Source: an optimization exercise on an open RTL-to-GDS flow (aim: small area). Production flows keep margins and buffers that such runs may drop.
Where RTL was checked, it was by simulation tests only, not by an equivalence proof against the original.
Power is estimated from default activity; no workload was simulated.

Setup of fjord:
Design top_embed, start of the top module:
module top_embed(
	input sys_clk,
	input xreset,
	input fifo_rset,
	input trigger,
	output reg pixel_ready,
	output single_strobe,
	output cont_strobe,
	input spi_clk,
	input spi_mosi,
	output spi_miso,
	output spi_miso_oe,
	input fpga_cs,
	input fifo_cs,
	input e2_cs,
	input adt_cs,
	output adt7301_clk,
	output adt7301_cs,
	output eeprom_clk,
	output eeprom_cs,
	output ilx511b_clk,
	output ilx511b_rog,
	output ilx511b_shsw,
	input ad7621_busy,
	input [15:0] ad7621_di,
	output ad7621_convst,
	output fifo_rst,
	output [15:0] fifo_din,
	output fifo_wr_en,
	output fifo_rd_en,
	input [15:0] fifo_dout,
	input fifo_full,
	input fifo_empty,
	input [10:0] fifo_data_count
    );
	reg [2:0] sclk_s;
	reg [2:0] acq_s;
	always @ (posedge sys_clk)
	begin
		sclk_s <= {sclk_s[1:0], spi_clk};
		acq_s <= {acq_s[1:0], fifo_rset | trigger};
	end
	wire sclk_rise = sclk_s[1] & ~sclk_s[2];
	wire sclk_fall = sclk_s[2] & ~sclk_s[1];
	wire acq_rise = acq_s[1] & ~acq_s[2];
	wire fpga_miso;
	wire fifo_miso;
  ...
Size in the first run: roughly 2400 cells after synthesis, ~440 flip-flops, about 88 I/O pins, ~22000 sq um of cells after synthesis.
export LEC_CHECK = 0
export CAP_MARGIN = 20
export CORE_MARGIN = 2
export CORE_UTILIZATION = 40
export CTS_BUF_LIST = sky130_fd_sc_hd__clkbuf_4
export CTS_CLUSTER_DIAMETER = 50
export CTS_CLUSTER_SIZE = 10
export SLEW_MARGIN = 20
create_clock -name core_clock -period 20.0 [get_ports {sys_clk}]
run.sh (not shown) runs the stock make flow with config.mk's settings and CLKGATE_MAP_FILE= SYNTH_SCRIPT=/design/flow/synth_recipe.tcl, a recipe that flattens the netlist after the stock synthesis.
--- input diff fjord..yarrow ---
-- flow/config.mk --
<<< fjord, line 8
>>> yarrow, line 8
export ABC_AREA = 1
<<< fjord, line 11
export CTS_BUF_LIST = sky130_fd_sc_hd__clkbuf_4
export CTS_CLUSTER_DIAMETER = 50
export CTS_CLUSTER_SIZE = 10
>>> yarrow, line 12
## What came out
fjord → yarrow: sum of met3 wire segment lengths after detailed routing has decreased; post-detailed-routing wire length has increased.
Going from fjord to yarrow, the mean routed wirelength per cell was found to have gone down by about 5.5%.
yarrow vs. fjord: latest clock arrival within the worst-skew pair went down by 0.27 ns.
Setup slack ended up 0.61 ns lower on yarrow than on fjord.
Input-level comparison between ember and yarrow:
-- flow/config.mk --
<<< yarrow, line 8
export ABC_AREA = 1
>>> ember, line 8
[summary]
Diff yarrow -> ember: die footprint lost 2000 sq um, worst setup slack after layout increased by 0.60 ns relative to the old numbers. Combinational power on ember is down relative to yarrow. ember vs yarrow, most common cell after layout, fill and taps aside: dfxtp_1 vs nand2_1.
Edits applied to the flow inputs when going from ember to nickel:
==> flow/flow/run.sh (new file) <==
#!/bin/bash
cp standard.sh standard_copy.log
export BUFFER_PORTS_ARGS="-buffer_cell sky130_fd_sc_hd__buf_1"
export CTS_ARGS="-sink_clustering_enable -repair_clock_nets -dont_use_dummy_load -buf_list sky130_fd_sc_hd__clkbuf_4 -sink_clustering_size 10 -sink_clustering_max_diameter 50"
bash standard.sh > standard_flow.log 2>&1
==> flow/standard.sh (new file) <==
#!/bin/bash
# synth_recipe.tcl (not shown) runs the flow's synth.tcl, then flattens the netlist and writes it again
# the make line also repeats each setting of config.mk as NAME=value (left out here)
make -C /OpenROAD-flow-scripts/flow DESIGN_CONFIG=/design/flow/config.mk WORK_HOME=/design/flow/orfs CLKGATE_MAP_FILE= SYNTH_SCRIPT=/design/flow/synth_recipe.tcl "${@:-finish}"
removed: flow/run.sh
--- outcome ---
Re via count: nickel is 0.57% down on ember. Delta (nickel minus ember): smallest setup slack after layout dropped 0.22 ns; total sequential power did not really move; final area went down. Going from ember to nickel, the time the final worst path needs with I/O delays and setup was found to have gone up by 0.22 ns. From nickel to ember, sequential area share after synthesis did not move at all. Looking only at hold slack, and setting everything else aside, the lower value of nickel and ember goes to nickel. ember tops out at a higher clock frequency than nickel. Summary of the comparison: number of antenna violations at the first check in global routing is higher in nickel, relative to ember.
Changes in juniper relative to nickel:
==> flow/run.sh (new file) <==
#!/bin/bash
# synth_recipe.tcl (not shown) runs the flow's synth.tcl, then flattens the netlist and writes it again
# the make line also repeats each setting of config.mk as NAME=value (left out here)
make -C /OpenROAD-flow-scripts/flow DESIGN_CONFIG=/design/flow/config.mk WORK_HOME=/design/flow/orfs CLKGATE_MAP_FILE= SYNTH_SCRIPT=/design/flow/synth_recipe.tcl finish
-- flow/config.mk --
<<< nickel, line 11
>>> juniper, line 11
export CTS_BUF_LIST = sky130_fd_sc_hd__clkbuf_8
removed: flow/flow/run.sh
removed: flow/standard.sh
Notes after the runs:
Compared with nickel, in juniper placed cell count roughly the same; clock skew lower; final instance count without filler cells higher; count of nets left with antenna violations after detail routing roughly the same.
Number of clock buffers inserted by TritonCTS (higher): juniper
Non-clock buffer count: juniper vs nickel up 1.9%
Against nickel as the reference, juniper delivers a lower share of the final layout cell area in multi-input gates.
No run of this note included a check of the RTL's function; only the layout flow was run.

---

trial 34:
top_embed, a different RTL version from the one above (not shown whole).
Size in the first run: about 2000 cells after synthesis, roughly 440 flip-flops, roughly 21000 um2 of cells after synthesis.
==> flow/config.mk <==
export PLATFORM = sky130hd
export DESIGN_NAME = top_embed
export DESIGN_NICKNAME = top_embed
export VERILOG_FILES = /design/flow/design.v
export SDC_FILE = /design/flow/constraint.sdc
export NUM_CORES = 4
export LEC_CHECK = 0
export CAP_MARGIN = 20
export CORE_MARGIN = 2
export CORE_UTILIZATION = 40
export SLEW_MARGIN = 20
==> flow/constraint.sdc <==
create_clock -name core_clock -period 20.0 [get_ports {sys_clk}]
set_input_delay 4.0000 -clock core_clock [delete_from_list [all_inputs] [get_ports {sys_clk}]]
set_output_delay 4.0000 -clock core_clock [all_outputs]
set_load 0.01 [all_outputs]
standard.sh (not shown) runs the stock make flow with config.mk's settings and CLKGATE_MAP_FILE= SYNTH_SCRIPT=/design/flow/synth_recipe.tcl, a recipe that flattens the netlist after the stock synthesis.
==> flow/flow/run.sh <==
#!/bin/bash
export BUFFER_PORTS_ARGS="-buffer_cell sky130_fd_sc_hd__buf_1"
export CTS_ARGS="-sink_clustering_enable -repair_clock_nets -dont_use_dummy_load -buf_list sky130_fd_sc_hd__clkbuf_8 -sink_clustering_size 16 -sink_clustering_max_diameter 60"
bash standard.sh > standard_flow.log 2>&1
For build 14, these inputs were changed with respect to trial 34:
==> flow/flow/run.sh <==
#!/bin/bash
export BUFFER_PORTS_ARGS="-buffer_cell sky130_fd_sc_hd__buf_1"
export CTS_ARGS="-sink_clustering_enable -repair_clock_nets -dont_use_dummy_load -buf_list sky130_fd_sc_hd__clkbuf_4 -sink_clustering_size 8 -sink_clustering_max_diameter 40"
bash standard.sh > standard_flow.log 2>&1
[summary]
Share of the final layout cell area in sequential cells across trial 34 and build 14: no real change. Global-route usage ended up 0.24 points higher on build 14 than on trial 34. Total design power delta (build 14 -> trial 34): insignificant. Trial 34 → build 14: setup slack after layout +0.0040 ns, hold slack +0.012 ns, final antenna diode count +2. Comparing build 14 against trial 34, there is no change at all in critical path depth. Diff trial 34 -> build 14: final non-filler cell area now sits at about the same level; minimum setup slack after placement now sits at about the same level.
No functional check of the RTL was part of any run of this note.

---

== JK ==
Another version of the RTL of top_embed (not shown whole).
Size in the first run: roughly 88 I/O pins, about 19000 µm² of cells after synthesis.
export LEC_CHECK = 0
export CAP_MARGIN = 0
export CORE_MARGIN = 2
export CORE_UTILIZATION = 80
export SLEW_MARGIN = 0
create_clock -name core_clock -period 20.0 [get_ports {sys_clk}]
==> flow/flow/run.sh <==
#!/bin/bash
export BUFFER_PORTS_ARGS="-buffer_cell sky130_fd_sc_hd__buf_1"
export CTS_ARGS="-sink_clustering_enable -repair_clock_nets -dont_use_dummy_load -buf_list sky130_fd_sc_hd__clkbuf_4 -sink_clustering_size 8 -sink_clustering_max_diameter 40"
bash standard.sh > standard_flow.log 2>&1
No stage failed in JK, and the final checks on the layout all came back clean.
Setup changes, JK to MS
Settings: CORE_UTILIZATION: 80 -> 65; SLEW_MARGIN: 0 -> 20; CAP_MARGIN: 0 -> 20.
[compare] base=JK new=MS: number of filler cells placed in the layout rose by 76%, achievable clock frequency rose by 1.6%, ratio of final minimum period to clock period fell by 0.84 points. Summary of MS over JK: net switching power of the design neither gained nor lost much; final design utilization now sits lower; count of clock-buffer cells in the layout shows an increase of about 10%; global-route wire length before repair lower. MS — total placed instance area 0.58% higher, JK as reference.

re-timing with driven ports:
How much do the figures lean on ideal ports? The routed layouts below were timed once more, with nothing changed but the port constraints.
Step 1, drivers: a clkbuf_16 drives sys_clk and a buf_2 each remaining input, both assumed.
Step 2 times the ports against the registers' clock, not the clock port: input delays grow and output delays shrink by t, the midpoint of the rising clock arrivals with the driver on.
Three values: ideal ports, drivers, drivers and shift; two values: the first two.
| run | t (ns) | setup slack, ns | hold WS [ns] | worst setup path after step 2 |
|---|---|---|---|---|
| fjord | 0.892 | 10.364 / 10.303 / 10.303 | 0.323 / 0.323 / 0.323 | input to output |
| yarrow | 0.648 | 9.756 / 9.737 / 9.737 | 0.325 / 0.325 / 0.325 | input to output |
| ember | 0.637 | 10.357 / 10.296 / 10.296 | 0.326 / 0.326 / 0.326 | input to output |
| nickel | 0.901 | 10.141 / 10.119 / 10.119 | 0.310 / 0.310 / 0.310 | input to output |
| juniper | 0.701 | 10.360 / 10.300 / 10.300 | 0.325 / 0.325 / 0.325 | input to output |
| trial 34 | 0.650 | 10.663 / 10.638 / 10.638 | 0.305 / 0.305 / 0.305 | input to output |
| build 14 | 0.828 | 10.667 / 10.643 / 10.643 | 0.317 / 0.317 / 0.317 | input to output |
| JK | 0.788 | 9.202 / 9.202 / 9.202 | 0.332 / 0.332 / 0.332 | register to register |
| MS | 0.707 | 9.369 / 9.369 / 9.369 | 0.331 / 0.331 / 0.331 | register to register |
After both steps setup and hold are still met in every run listed.
